Source: an optimization exercise on an open RTL-to-GDS flow (aim: small area). Production flows keep margins and buffers that such runs may drop. Only simulation tests tie the RTL to the original design; equivalence was not proved. The clock port is modelled as an ideal driver, which makes a skipped or thinned clock tree look cheaper than it is; a real chip needs a root buffer or a tree. Power is estimated from default activity; no workload was simulated.

==> exp/onyx <==
==> flow/design.v <==
module game_logic (
    input wire clk,
    input wire reset,
    input wire up_btn,
    input wire down_btn,
    input wire left_btn,
    input wire right_btn,
    input wire select_btn,
    output reg [3:0] cursor_pos,    
    output reg [15:0] card_states,  
    output reg [7:0] move_count_d,  
    output wire game_won,           
    output reg game_won_d,          
    output reg card_matched         
);
    reg [3:0] first_card_pos;
    reg first_card_selected;
    reg move_inc;
    wire [1:0] row = cursor_pos[3:2];
    wire [1:0] col = cursor_pos[1:0];
    wire go_up = up_btn && (row != 2'd0);
    wire go_row = go_up || (down_btn && (row != 2'd3));
    wire go_left = !go_row && left_btn && (col != 2'd0);
    wire go_col = go_left || (!go_row && right_btn && (col != 2'd3));
    wire cur_up = card_states[cursor_pos];
    wire same_value = (first_card_pos[0] ^ first_card_pos[3]) == (cursor_pos[0] ^ cursor_pos[3]);
    wire pick = select_btn && !cur_up;
    wire second = pick && first_card_selected;
    wire is_match = second && same_value;
    assign game_won = (&card_states) && !move_inc;
    wire turn_up = pick && !is_match;
    wire [3:0] up_row = turn_up ? (4'b0001 << cursor_pos[3:2]) : 4'b0000;
    wire [3:0] up_col = 4'b0001 << cursor_pos[1:0];
    wire [3:0] dn_row = (is_match ? (4'b0001 << first_card_pos[3:2]) : 4'b0000) | {4{reset}};
    wire [3:0] dn_col = (4'b0001 << first_card_pos[1:0]) | {4{reset}};
    wire [15:0] card_states_next;
    genvar i;
    generate
        for (i = 0; i < 16; i = i + 1) begin : card
            assign card_states_next[i] = !(dn_row[i / 4] && dn_col[i % 4]) &&
                                         (card_states[i] || (up_row[i / 4] && up_col[i % 4]));
        end
    endgenerate
    always @(posedge clk) begin
        card_states <= card_states_next;
        if (reset) begin
            cursor_pos <= 4'b0000;
            move_count_d <= 8'hFF;
            move_inc <= 1'b1;
            first_card_selected <= 1'b0;
        end else begin
            cursor_pos <= {row + {go_up, go_row}, col + {go_left, go_col}};
            move_count_d <= move_count_d + {7'd0, move_inc};
            move_inc <= second;
            if (pick)
                first_card_selected <= !first_card_selected;
        end
        card_matched <= is_match;
        game_won_d <= game_won;
        if (pick && !first_card_selected)
            first_card_pos <= cursor_pos;
    end
endmodule
module vga_display (
    input wire clk,
    input wire reset,
    input wire [15:0] card_states,
    input wire [3:0] cursor_pos,
    output wire hsync,
    output wire vsync,
    output wire [3:0] red,
    output wire [3:0] green,
    output wire [3:0] blue
);
    reg [9:0] h_count;   
    reg [9:0] v_count;   
    reg video_on;
    wire h_end = h_count[9] & h_count[8] & (&h_count[4:0]);            
    wire v_end = v_count[9] & v_count[3] & v_count[2];                 
    assign hsync = h_count[9] & !h_count[8] & h_count[7] &
                   (h_count[6:4] != 3'b000) & (h_count[6:4] != 3'b111);
    assign vsync = (v_count[8:1] == 8'b11110101);
    wire h_act = !(h_count[9] & (h_count[8] | h_count[7]));            
    wire v_act = !v_count[9] & !(&v_count[8:5]);                       
    always @(posedge clk) begin
        if (reset || h_end)
            h_count <= 10'd0;
        else
            h_count <= h_count + 10'd1;
        if (reset || (h_end && v_end))
            v_count <= 10'd0;
        else if (h_end)
            v_count <= v_count + 10'd1;
        video_on <= h_act && v_act;
    end
    wire [3:0] grid_cell = {v_count[7:6], h_count[7:6]};
    wire hit = (grid_cell == cursor_pos);
    wire up = card_states[grid_cell];
    wire a = video_on & (hit | up);    
    wire b = video_on & (hit | !up);   
    wire c = video_on & !hit & up;     
    wire d = video_on & !hit & !up;    
    assign red = {a, b, a, b};
    assign green = {c, d, c, d};
    assign blue = {c, d, c, d};
endmodule
module uart_logger (
    input wire clk,
    input wire reset,
    input wire [3:0] card_pos,
    input wire card_flipped,
    input wire card_matched,
    input wire game_won,
    input wire [7:0] move_count,
    output reg uart_tx
);
    reg [3:0] phase;
    reg [9:0] baud;
    reg src_pos;         
    reg [3:0] pos;       
    wire idle = !phase[3] && !phase[1] && phase[0];
    wire event_in = card_flipped || card_matched || game_won;
    wire load = idle && event_in;
    wire bit_end = baud[9] & (&baud[6:0]);
    wire [2:0] k = phase[2:0];
    wire data_bit = src_pos ? (!k[2] && pos[k[1:0]]) :
                    pos[0] ? k[0] : move_count[k];
    always @(posedge clk) begin
        if (idle || bit_end)
            baud <= 10'd0;
        else
            baud <= {baud[8:0], !(baud[9] ^ baud[0])};
        if (reset)
            phase <= 4'b0001;
        else if (load)
            phase <= 4'b0111;
        else if (bit_end) begin
            phase[2:0] <= phase[2:0] + 3'd1;
            phase[3] <= phase[3] ? !(&phase[2:0]) : phase[2];
        end
        uart_tx <= phase[3] ? data_bit : !phase[2];
        if (load) begin
            src_pos <= card_flipped;
            pos <= {card_pos[3:1], card_flipped ? card_pos[0] : card_matched};
        end
    end
endmodule
module card_flip_game_top (
    input wire clk,            
    input wire reset,          
    input wire up_btn,
    input wire down_btn,
    input wire left_btn,
    input wire right_btn,
    input wire select_btn,
    output wire hsync,
    output wire vsync,
    output wire [3:0] red,
    output wire [3:0] green,
    output wire [3:0] blue,
    output wire [6:0] seg_display,
    output wire [3:0] seg_select,
    output wire uart_tx
);
    wire [3:0] cursor_pos;
    wire [15:0] card_states;
    wire [7:0] move_count_d;
    wire game_won;
    wire game_won_d;
    wire card_matched;
    game_logic game_controller (
        .clk(clk),
        .reset(reset),
        .up_btn(up_btn),
        .down_btn(down_btn),
        .left_btn(left_btn),
        .right_btn(right_btn),
        .select_btn(select_btn),
        .cursor_pos(cursor_pos),
        .card_states(card_states),
        .move_count_d(move_count_d),
        .game_won(game_won),
        .game_won_d(game_won_d),
        .card_matched(card_matched)
    );
    vga_display display (
        .clk(clk),
        .reset(reset),
        .card_states(card_states),
        .cursor_pos(cursor_pos),
        .hsync(hsync),
        .vsync(vsync),
        .red(red),
        .green(green),
        .blue(blue)
    );
    seven_segment_driver seg_driver (
        .move_count_d(move_count_d[3:0]),
        .game_won_d(game_won_d),
        .seg_display(seg_display),
        .seg_select(seg_select)
    );
    uart_logger game_logger (
        .clk(clk),
        .reset(reset),
        .card_pos(cursor_pos),
        .card_flipped(select_btn),
        .card_matched(card_matched),
        .game_won(game_won),
        .move_count(move_count_d),
        .uart_tx(uart_tx)
    );
endmodule
module seven_segment_driver (
    input wire [3:0] move_count_d,
    input wire game_won_d,
    output reg [6:0] seg_display,
    output wire [3:0] seg_select
);
    assign seg_select = 4'b1110;
    localparam [15:0] SEG0 = 16'hfc12;
    localparam [15:0] SEG1 = 16'hfc60;
    localparam [15:0] SEG2 = 16'hfc04;
    localparam [15:0] SEG3 = 16'hfc92;
    localparam [15:0] SEG4 = 16'hfeba;
    localparam [15:0] SEG5 = 16'hfc8e;
    localparam [15:0] SEG6 = 16'hfc83;
    wire [6:0] digit = {SEG6[move_count_d], SEG5[move_count_d], SEG4[move_count_d],
                        SEG3[move_count_d], SEG2[move_count_d], SEG1[move_count_d],
                        SEG0[move_count_d]};
    always @(*) begin
        if (game_won_d)
            seg_display = 7'b0010101;
        else
            seg_display = digit;
    end
endmodule
==> flow/flow/run.sh <==
#!/bin/bash
# Layout flow: the standard ORFS flow (standard.sh) with
#  - synthesis: synth_recipe.tcl, but abc maps with an area script and no
#    adder cells (same registers, names and cell types);
#  - 1x buffers on the ports, and one tie cell for all constant outputs;
#  - a one-level clock tree: CTS_NBUF clock buffers fed by the clock port,
#    each driving one cluster of registers, built before global placement
#    (flow/gpl_hook.tcl, flow/clock_tree.tcl) and sized after placement
#    (flow/cts_hook.tcl).
# Each tool's output goes to standard_flow.log here (ORFS's own logs are
# under orfs/logs).
set -euo pipefail
F=$PWD/flow
export FLOW_ABC_SCRIPT=$F/area.script
export CTS_NBUF=${CTS_NBUF:-4}
export CTS_MASTER=${CTS_MASTER:-sky130_fd_sc_hd__clkbuf_8}
export CTS_SIZES=${CTS_SIZES:-"sky130_fd_sc_hd__clkbuf_8 sky130_fd_sc_hd__buf_8 sky130_fd_sc_hd__buf_12 sky130_fd_sc_hd__clkbuf_16"}
export CTS_SLEW_NS=${CTS_SLEW_NS:-0.112}
bash standard.sh \
  "SYNTH_SCRIPT=$F/synth_area.tcl" \
  "ADDER_MAP_FILE=" \
  "BUFFER_PORTS_ARGS=-buffer_cell sky130_fd_sc_hd__buf_1" \
  "PRE_GLOBAL_PLACE_TCL=$F/gpl_hook.tcl" \
  "PRE_CTS_TCL=$F/cts_hook.tcl" \
  finish > standard_flow.log 2>&1
==> flow/flow/area.script <==
strash
balance
rewrite
refactor
balance
rewrite
rewrite -z
balance
refactor -z
rewrite -z
balance
&get -n
&st
&dch
&nf -R 1000 -p
&put
mfs3 -a
==> flow/flow/clock_tree.tcl <==
proc manual_clock_tree {nbuf master} {
  set block [ord::get_db_block]
  set clk [$block findNet clk]
  set sinks [$clk getITerms]
  set pts {}
  foreach it $sinks {
    set box [[$it getInst] getBBox]
    lappend pts [list [expr {([$box xMin] + [$box xMax]) / 2}] [expr {([$box yMin] + [$box yMax]) / 2}]]
  }
  set n [llength $pts]
  # k-means, seeded along the sinks sorted by x then y
  set order [lsort -integer -indices [lmap p $pts {expr {[lindex $p 0] * 4 + [lindex $p 1]}}]]
  set cent {}
  for {set k 0} {$k < $nbuf} {incr k} {
    lappend cent [lindex $pts [lindex $order [expr {($k * 2 + 1) * $n / (2 * $nbuf)}]]]
  }
  for {set iter 0} {$iter < 50} {incr iter} {
    set asg {}
    foreach p $pts {
      set best 0; set bd -1
      for {set k 0} {$k < $nbuf} {incr k} {
        set c [lindex $cent $k]
        set d [expr {abs([lindex $p 0] - [lindex $c 0]) + abs([lindex $p 1] - [lindex $c 1])}]
        if {$bd < 0 || $d < $bd} { set bd $d; set best $k }
      }
      lappend asg $best
    }
    set new {}
    for {set k 0} {$k < $nbuf} {incr k} {
      set sx 0; set sy 0; set m 0
      foreach p $pts a $asg { if {$a == $k} { incr sx [lindex $p 0]; incr sy [lindex $p 1]; incr m } }
      if {$m == 0} { lappend new [lindex $cent $k] } else { lappend new [list [expr {$sx / $m}] [expr {$sy / $m}]] }
    }
    set cent $new
  }
  set mst [[ord::get_db] findMaster $master]
  for {set k 0} {$k < $nbuf} {incr k} {
    set inst [odb::dbInst_create $block $mst "clkbuf_leaf_$k"]
    set onet [odb::dbNet_create $block "clknet_leaf_$k"]
    $onet setSigType CLOCK
    [$inst findITerm A] connect $clk
    [$inst findITerm X] connect $onet
    set c [lindex $cent $k]
    $inst setLocation [lindex $c 0] [lindex $c 1]
    $inst setPlacementStatus PLACED
    set cnt 0
    foreach it $sinks a $asg {
      if {$a == $k} { $it disconnect; $it connect $onet; incr cnt }
    }
    puts "manual clock tree: $master clkbuf_leaf_$k at $c drives $cnt registers"
  }
}

==> flow/flow/cts_hook.tcl <==
# PRE_CTS hook: the clock tree was built before global placement
# (flow/gpl_hook.tcl), so clock_tree_synthesis only propagates the clock
# and sizes each clock buffer: the smallest of CTS_SIZES whose output slew,
# estimated from the placement, is under CTS_SLEW_NS.
rename clock_tree_synthesis orfs_clock_tree_synthesis
proc clock_tree_synthesis {args} {
  set_propagated_clock [all_clocks]
  estimate_parasitics -placement
  foreach inst [get_cells clkbuf_leaf_*] {
    foreach m $::env(CTS_SIZES) {
      replace_cell $inst $m
      estimate_parasitics -placement
      set out [get_pins -of_objects $inst -filter "direction==output"]
      set s [get_property $out slew_max]
      if {$s < $::env(CTS_SLEW_NS)} { break }
    }
    puts "clock buffer [get_property $inst name]: $m, estimated slew $s"
  }
}
==> flow/flow/gpl_hook.tcl <==
# PRE_GLOBAL_PLACE hook: merges the tie cells (flow/ties.tcl) and builds the
# clock tree (flow/clock_tree.tcl) right after the ports are buffered, from the positions of the placement that
# skipped the IOs, so global placement pulls each cluster to its buffer.
source [file join [file dirname [info script]] clock_tree.tcl]
source [file join [file dirname [info script]] ties.tcl]
rename buffer_ports orfs_buffer_ports
proc buffer_ports {args} {
  orfs_buffer_ports {*}$args
  merge_tie_cells
  manual_clock_tree $::env(CTS_NBUF) $::env(CTS_MASTER)
}
==> flow/flow/synth_area.tcl <==
# synth_recipe.tcl with one change: abc maps with the area script named by FLOW_ABC_SCRIPT.
proc synth {args} { yosys synth -nofsm -noshare {*}$args }
proc abc {args} {
  set i [lsearch -exact $args -script]
  if {$i >= 0 && [info exists ::env(FLOW_ABC_SCRIPT)]} { lset args [expr {$i + 1}] $::env(FLOW_ABC_SCRIPT) }
  yosys abc {*}$args
}
source $::env(SCRIPTS_DIR)/synth.tcl
# left out here: clear keep_hierarchy, flatten, clean up, hide names made inside functions, write 1_2_yosys.v
==> flow/flow/ties.tcl <==
# Merge the tie cells: one conb_1 drives every constant output, its HI pin
# the outputs tied high and its LO pin those tied low.
proc merge_tie_cells {} {
  set block [ord::get_db_block]
  set ties {}
  foreach inst [$block getInsts] {
    if {[[$inst getMaster] getName] eq "sky130_fd_sc_hd__conb_1"} { lappend ties $inst }
  }
  if {[llength $ties] < 2} { return }
  set keep [lindex $ties 0]
  foreach inst [lrange $ties 1 end] {
    foreach pin {HI LO} {
      set net [[$inst findITerm $pin] getNet]
      if {$net eq "NULL"} { continue }
      set knet [[$keep findITerm $pin] getNet]
      [$inst findITerm $pin] disconnect
      if {$knet eq "NULL"} {
        [$keep findITerm $pin] connect $net
        continue
      }
      foreach bt [$net getBTerms] { $bt disconnect; $bt connect $knet }
      foreach it [$net getITerms] { $it disconnect; $it connect $knet }
      odb::dbNet_destroy $net
    }
    odb::dbInst_destroy $inst
  }
  puts "merged [llength $ties] tie cells into [$keep getName]"
}
==> flow/standard.sh <==
#!/bin/bash
# synth_recipe.tcl (not shown) runs the flow's synth.tcl, then flattens the netlist and writes it again
# the make line also repeats each setting of config.mk as NAME=value (left out here)
make -C /OpenROAD-flow-scripts/flow DESIGN_CONFIG=/design/flow/config.mk WORK_HOME=/design/flow/orfs CLKGATE_MAP_FILE= SYNTH_SCRIPT=/design/flow/synth_recipe.tcl "${@:-finish}"
==> flow/config.mk <==
export PLATFORM = sky130hd
export DESIGN_NAME = card_flip_game_top
export DESIGN_NICKNAME = card_flip_game_top
export VERILOG_FILES = /design/flow/design.v
export SDC_FILE = /design/flow/constraint.sdc
export NUM_CORES = 4
export LEC_CHECK = 0
export CAP_MARGIN = 20
export CORE_MARGIN = 2
export CORE_UTILIZATION = 70
export GPL_TIMING_DRIVEN = 0
export SLEW_MARGIN = 20
==> flow/constraint.sdc <==
create_clock -name core_clock -period 10.0 [get_ports {clk}]
set_input_delay 2.0000 -clock core_clock [delete_from_list [all_inputs] [get_ports {clk}]]
set_output_delay 2.0000 -clock core_clock [all_outputs]
set_load 0.01 [all_outputs]
==> exp/willow (differences from exp/onyx) <==
--- a/flow/design.v
+++ b/flow/design.v
@@ -19,8 +19,4 @@
     wire [1:0] row = cursor_pos[3:2];
     wire [1:0] col = cursor_pos[1:0];
-    wire go_up = up_btn && (row != 2'd0);
-    wire go_row = go_up || (down_btn && (row != 2'd3));
-    wire go_left = !go_row && left_btn && (col != 2'd0);
-    wire go_col = go_left || (!go_row && right_btn && (col != 2'd3));
     wire cur_up = card_states[cursor_pos];
     wire same_value = (first_card_pos[0] ^ first_card_pos[3]) == (cursor_pos[0] ^ cursor_pos[3]);
@@ -32,11 +28,11 @@
     wire [3:0] up_row = turn_up ? (4'b0001 << cursor_pos[3:2]) : 4'b0000;
     wire [3:0] up_col = 4'b0001 << cursor_pos[1:0];
-    wire [3:0] dn_row = (is_match ? (4'b0001 << first_card_pos[3:2]) : 4'b0000) | {4{reset}};
-    wire [3:0] dn_col = (4'b0001 << first_card_pos[1:0]) | {4{reset}};
+    wire [3:0] dn_row = is_match ? (4'b0001 << first_card_pos[3:2]) : 4'b0000;
+    wire [3:0] dn_col = 4'b0001 << first_card_pos[1:0];
     wire [15:0] card_states_next;
     genvar i;
     generate
         for (i = 0; i < 16; i = i + 1) begin : card
-            assign card_states_next[i] = !(dn_row[i / 4] && dn_col[i % 4]) &&
+            assign card_states_next[i] = !(reset || (dn_row[i / 4] && dn_col[i % 4])) &&
                                          (card_states[i] || (up_row[i / 4] && up_col[i % 4]));
         end
@@ -48,14 +44,23 @@
             move_count_d <= 8'hFF;
             move_inc <= 1'b1;
+            game_won_d <= 1'b0;
+            card_matched <= 1'b0;
             first_card_selected <= 1'b0;
         end else begin
-            cursor_pos <= {row + {go_up, go_row}, col + {go_left, go_col}};
+            if (up_btn && row != 2'd0)
+                cursor_pos[3:2] <= row - 2'd1;
+            else if (down_btn && row != 2'd3)
+                cursor_pos[3:2] <= row + 2'd1;
+            else if (left_btn && col != 2'd0)
+                cursor_pos[1:0] <= col - 2'd1;
+            else if (right_btn && col != 2'd3)
+                cursor_pos[1:0] <= col + 2'd1;
             move_count_d <= move_count_d + {7'd0, move_inc};
             move_inc <= second;
+            card_matched <= is_match;
+            game_won_d <= game_won;
             if (pick)
                 first_card_selected <= !first_card_selected;
         end
-        card_matched <= is_match;
-        game_won_d <= game_won;
         if (pick && !first_card_selected)
             first_card_pos <= cursor_pos;
@@ -118,5 +123,6 @@
     reg [9:0] baud;
     reg src_pos;         
-    reg [3:0] pos;       
+    reg src_match;       
+    reg [3:0] pos;
     wire idle = !phase[3] && !phase[1] && phase[0];
     wire event_in = card_flipped || card_matched || game_won;
@@ -125,22 +131,26 @@
     wire [2:0] k = phase[2:0];
     wire data_bit = src_pos ? (!k[2] && pos[k[1:0]]) :
-                    pos[0] ? k[0] : move_count[k];
+                    src_match ? k[0] : move_count[k];
     always @(posedge clk) begin
-        if (idle || bit_end)
+        if (reset || idle || bit_end)
             baud <= 10'd0;
         else
             baud <= {baud[8:0], !(baud[9] ^ baud[0])};
-        if (reset)
+        if (reset) begin
             phase <= 4'b0001;
-        else if (load)
-            phase <= 4'b0111;
-        else if (bit_end) begin
-            phase[2:0] <= phase[2:0] + 3'd1;
-            phase[3] <= phase[3] ? !(&phase[2:0]) : phase[2];
-        end
-        uart_tx <= phase[3] ? data_bit : !phase[2];
+            uart_tx <= 1'b1;
+        end else begin
+            if (load)
+                phase <= 4'b0111;
+            else if (bit_end) begin
+                phase[2:0] <= phase[2:0] + 3'd1;
+                phase[3] <= phase[3] ? !(&phase[2:0]) : phase[2];
+            end
+            uart_tx <= phase[3] ? data_bit : !phase[2];
+        end
         if (load) begin
             src_pos <= card_flipped;
-            pos <= {card_pos[3:1], card_flipped ? card_pos[0] : card_matched};
+            src_match <= !card_flipped && card_matched;
+            pos <= card_pos;
         end
     end
==> flow/flow/run.sh (replaced) <==
#!/bin/bash
# Layout flow: the standard ORFS flow (standard.sh) with
#  - synthesis: synth_recipe.tcl, but abc maps with an area script and no
#    adder cells (same registers, names and cell types);
#  - 1x buffers on the ports;
#  - a one-level clock tree: CTS_NBUF clock buffers fed by the clock port,
#    each driving one cluster of registers, built before global placement
#    (flow/gpl_hook.tcl, flow/clock_tree.tcl, flow/cts_hook.tcl).
# Each tool's output goes to standard_flow.log here (ORFS's own logs are
# under orfs/logs).
set -euo pipefail
F=$PWD/flow
export FLOW_ABC_SCRIPT=$F/area.script
export CTS_NBUF=${CTS_NBUF:-4}
export CTS_MASTER=${CTS_MASTER:-sky130_fd_sc_hd__clkbuf_8}
bash standard.sh \
  "SYNTH_SCRIPT=$F/synth_area.tcl" \
  "ADDER_MAP_FILE=" \
  "BUFFER_PORTS_ARGS=-buffer_cell sky130_fd_sc_hd__buf_1" \
  "PRE_GLOBAL_PLACE_TCL=$F/gpl_hook.tcl" \
  "PRE_CTS_TCL=$F/cts_hook.tcl" \
  finish > standard_flow.log 2>&1
==> flow/flow/area.script (replaced) <==
strash
dch
map -a
&get -n
&st
&dch
&nf -R 1000 -p
&put
==> flow/flow/cts_hook.tcl (replaced) <==
# PRE_CTS hook: the clock tree was built before global placement
# (flow/gpl_hook.tcl), so clock_tree_synthesis only propagates the clock.
rename clock_tree_synthesis orfs_clock_tree_synthesis
proc clock_tree_synthesis {args} {
  set_propagated_clock [all_clocks]
}
==> flow/flow/gpl_hook.tcl (replaced) <==
# PRE_GLOBAL_PLACE hook: builds the clock tree (flow/clock_tree.tcl) right
# after the ports are buffered, from the positions of the placement that
# skipped the IOs, so global placement pulls each cluster to its buffer.
source [file join [file dirname [info script]] clock_tree.tcl]
rename buffer_ports orfs_buffer_ports
proc buffer_ports {args} {
  orfs_buffer_ports {*}$args
  manual_clock_tree $::env(CTS_NBUF) $::env(CTS_MASTER)
}
--- a/flow/config.mk
+++ b/flow/config.mk
@@ -8,5 +8,4 @@
 export CAP_MARGIN = 20
 export CORE_MARGIN = 2
-export CORE_UTILIZATION = 70
-export GPL_TIMING_DRIVEN = 0
+export CORE_UTILIZATION = 60
 export SLEW_MARGIN = 20
removed: flow/flow/ties.tcl
==> exp/yarrow (differences from exp/onyx) <==
--- a/flow/design.v
+++ b/flow/design.v
@@ -32,11 +32,11 @@
     wire [3:0] up_row = turn_up ? (4'b0001 << cursor_pos[3:2]) : 4'b0000;
     wire [3:0] up_col = 4'b0001 << cursor_pos[1:0];
-    wire [3:0] dn_row = (is_match ? (4'b0001 << first_card_pos[3:2]) : 4'b0000) | {4{reset}};
-    wire [3:0] dn_col = (4'b0001 << first_card_pos[1:0]) | {4{reset}};
+    wire [3:0] dn_row = is_match ? (4'b0001 << first_card_pos[3:2]) : 4'b0000;
+    wire [3:0] dn_col = 4'b0001 << first_card_pos[1:0];
     wire [15:0] card_states_next;
     genvar i;
     generate
         for (i = 0; i < 16; i = i + 1) begin : card
-            assign card_states_next[i] = !(dn_row[i / 4] && dn_col[i % 4]) &&
+            assign card_states_next[i] = !(reset || (dn_row[i / 4] && dn_col[i % 4])) &&
                                          (card_states[i] || (up_row[i / 4] && up_col[i % 4]));
         end
--- a/flow/flow/run.sh
+++ b/flow/flow/run.sh
@@ -3,5 +3,5 @@
 #  - synthesis: synth_recipe.tcl, but abc maps with an area script and no
 #    adder cells (same registers, names and cell types);
-#  - 1x buffers on the ports, and one tie cell for all constant outputs;
+#  - 1x buffers on the ports;
 #  - a one-level clock tree: CTS_NBUF clock buffers fed by the clock port,
 #    each driving one cluster of registers, built before global placement
==> flow/flow/gpl_hook.tcl (replaced) <==
# PRE_GLOBAL_PLACE hook: builds the clock tree (flow/clock_tree.tcl) right
# after the ports are buffered, from the positions of the placement that
# skipped the IOs, so global placement pulls each cluster to its buffer.
source [file join [file dirname [info script]] clock_tree.tcl]
rename buffer_ports orfs_buffer_ports
proc buffer_ports {args} {
  orfs_buffer_ports {*}$args
  manual_clock_tree $::env(CTS_NBUF) $::env(CTS_MASTER)
}
--- a/flow/config.mk
+++ b/flow/config.mk
@@ -9,4 +9,3 @@
 export CORE_MARGIN = 2
 export CORE_UTILIZATION = 70
-export GPL_TIMING_DRIVEN = 0
 export SLEW_MARGIN = 20
removed: flow/flow/ties.tcl
==> comparison table <==
Run status: exp/yarrow finished clean; exp/onyx finished clean; exp/willow finished clean
Length of the first detailed-routing pass in iterations: exp/yarrow 8; exp/onyx 5; exp/willow 5
Sequential Area: exp/yarrow 1630 sq um; exp/onyx 1630 sq um; exp/willow 1660 sq um
Fraction of standard cell area that is sequential: exp/yarrow 45.9%; exp/onyx 45.4%; exp/willow 45.6%
Routability congestion estimate: exp/yarrow 0.927; exp/onyx 0.892; exp/willow 0.840
Total area of multi-input combinational cells: exp/yarrow 1640 sq um; exp/onyx 1580 sq um; exp/willow 1710 sq um
Number of logic stages on the critical path including buffering: exp/yarrow 8; exp/onyx 7; exp/willow 6
Combinational power: exp/yarrow 0.0905 mW; exp/onyx 0.121 mW; exp/willow 0.0903 mW
Layout cells sized above 1: exp/yarrow 2.60%; exp/onyx 6.25%; exp/willow 2.72%
Final standard cell count with taps included and fillers excluded: exp/yarrow 452; exp/onyx 454; exp/willow 476
Buffers & Inverters on Critical Path: exp/yarrow 1; exp/onyx 2; exp/willow 2
Startpoint of the most critical register-to-register path: exp/yarrow game_controller.cursor_pos[0]$_SDFF_PP0_; exp/onyx game_controller.cursor_pos[0]$_SDFF_PP0_; exp/willow game_controller.cursor_pos[0]$_SDFFE_PP0P_
Max IR drop VDD: exp/yarrow 0.000231 V; exp/onyx 0.000214 V; exp/willow 0.000178 V
Fraction of synthesized cell area in xor and xnor cells: exp/yarrow 4.11%; exp/onyx 4.68%; exp/willow 4.01%
Post-DR wirelength/cell: exp/yarrow 14.4 um; exp/onyx 14.4 um; exp/willow 14.3 um
CP arrival: exp/yarrow 2.13 ns; exp/onyx 2.21 ns; exp/willow 2.10 ns
Metal1 wirelength: exp/yarrow 3120 um; exp/onyx 3090 um; exp/willow 3240 um
GRT Total Usage: exp/yarrow 24.8%; exp/onyx 24.7%; exp/willow 21.7%
Share of synthesized cell area in and, or, nand and nor gates: exp/yarrow 20.6%; exp/onyx 19.6%; exp/willow 26.3%
Area share of the largest cell type after synthesis: exp/yarrow 39.9%; exp/onyx 40.4%; exp/willow 38.9%
Floorplan core area: exp/yarrow 4720 sq um; exp/onyx 4690 sq um; exp/willow 5570 sq um
Compound-gate portion of the synthesized area: exp/yarrow 19.0%; exp/onyx 18.5%; exp/willow 14.0%
Seq pwr: exp/yarrow 0.356 mW; exp/onyx 0.360 mW; exp/willow 0.359 mW
No run of this note takes its clock network from TritonCTS; it comes from the design's own scripts or RTL.

port drivers added, routing unchanged:
Ports are ideal in the flow. The routed layouts listed here were re-timed in OpenROAD.
Step 1 sets driving cells, clkbuf_16 on the clock port and buf_2 on the other inputs (assumed; they add their load-dependent delay and slew).
Step 2 moves the port delays by t, midway between the first and last clock arrival at a register: inputs arrive t later, outputs are due t later. That takes back most of the time a late clock gives input paths.
Slacks: no drivers / after step 1 / after step 2; pairs: no drivers / after step 1.
run | t, ns | setup WS [ns] | hold slack, ns | worst setup path after step 2 | slew at the worst register clock pin (ns)
exp/onyx | 0.198 | 5.787 / 5.732 / 5.911 | 0.455 / 0.455 / 0.455 | input to register | 0.11 / 0.11
exp/willow | 0.216 | 5.899 / 5.845 / 6.061 | 0.463 / 0.463 / 0.463 | register to output | 0.12 / 0.12
exp/yarrow | 0.199 | 5.866 / 5.805 / 6.004 | 0.450 / 0.450 / 0.450 | register to output | 0.10 / 0.10
After both steps every run listed still meets setup and hold.
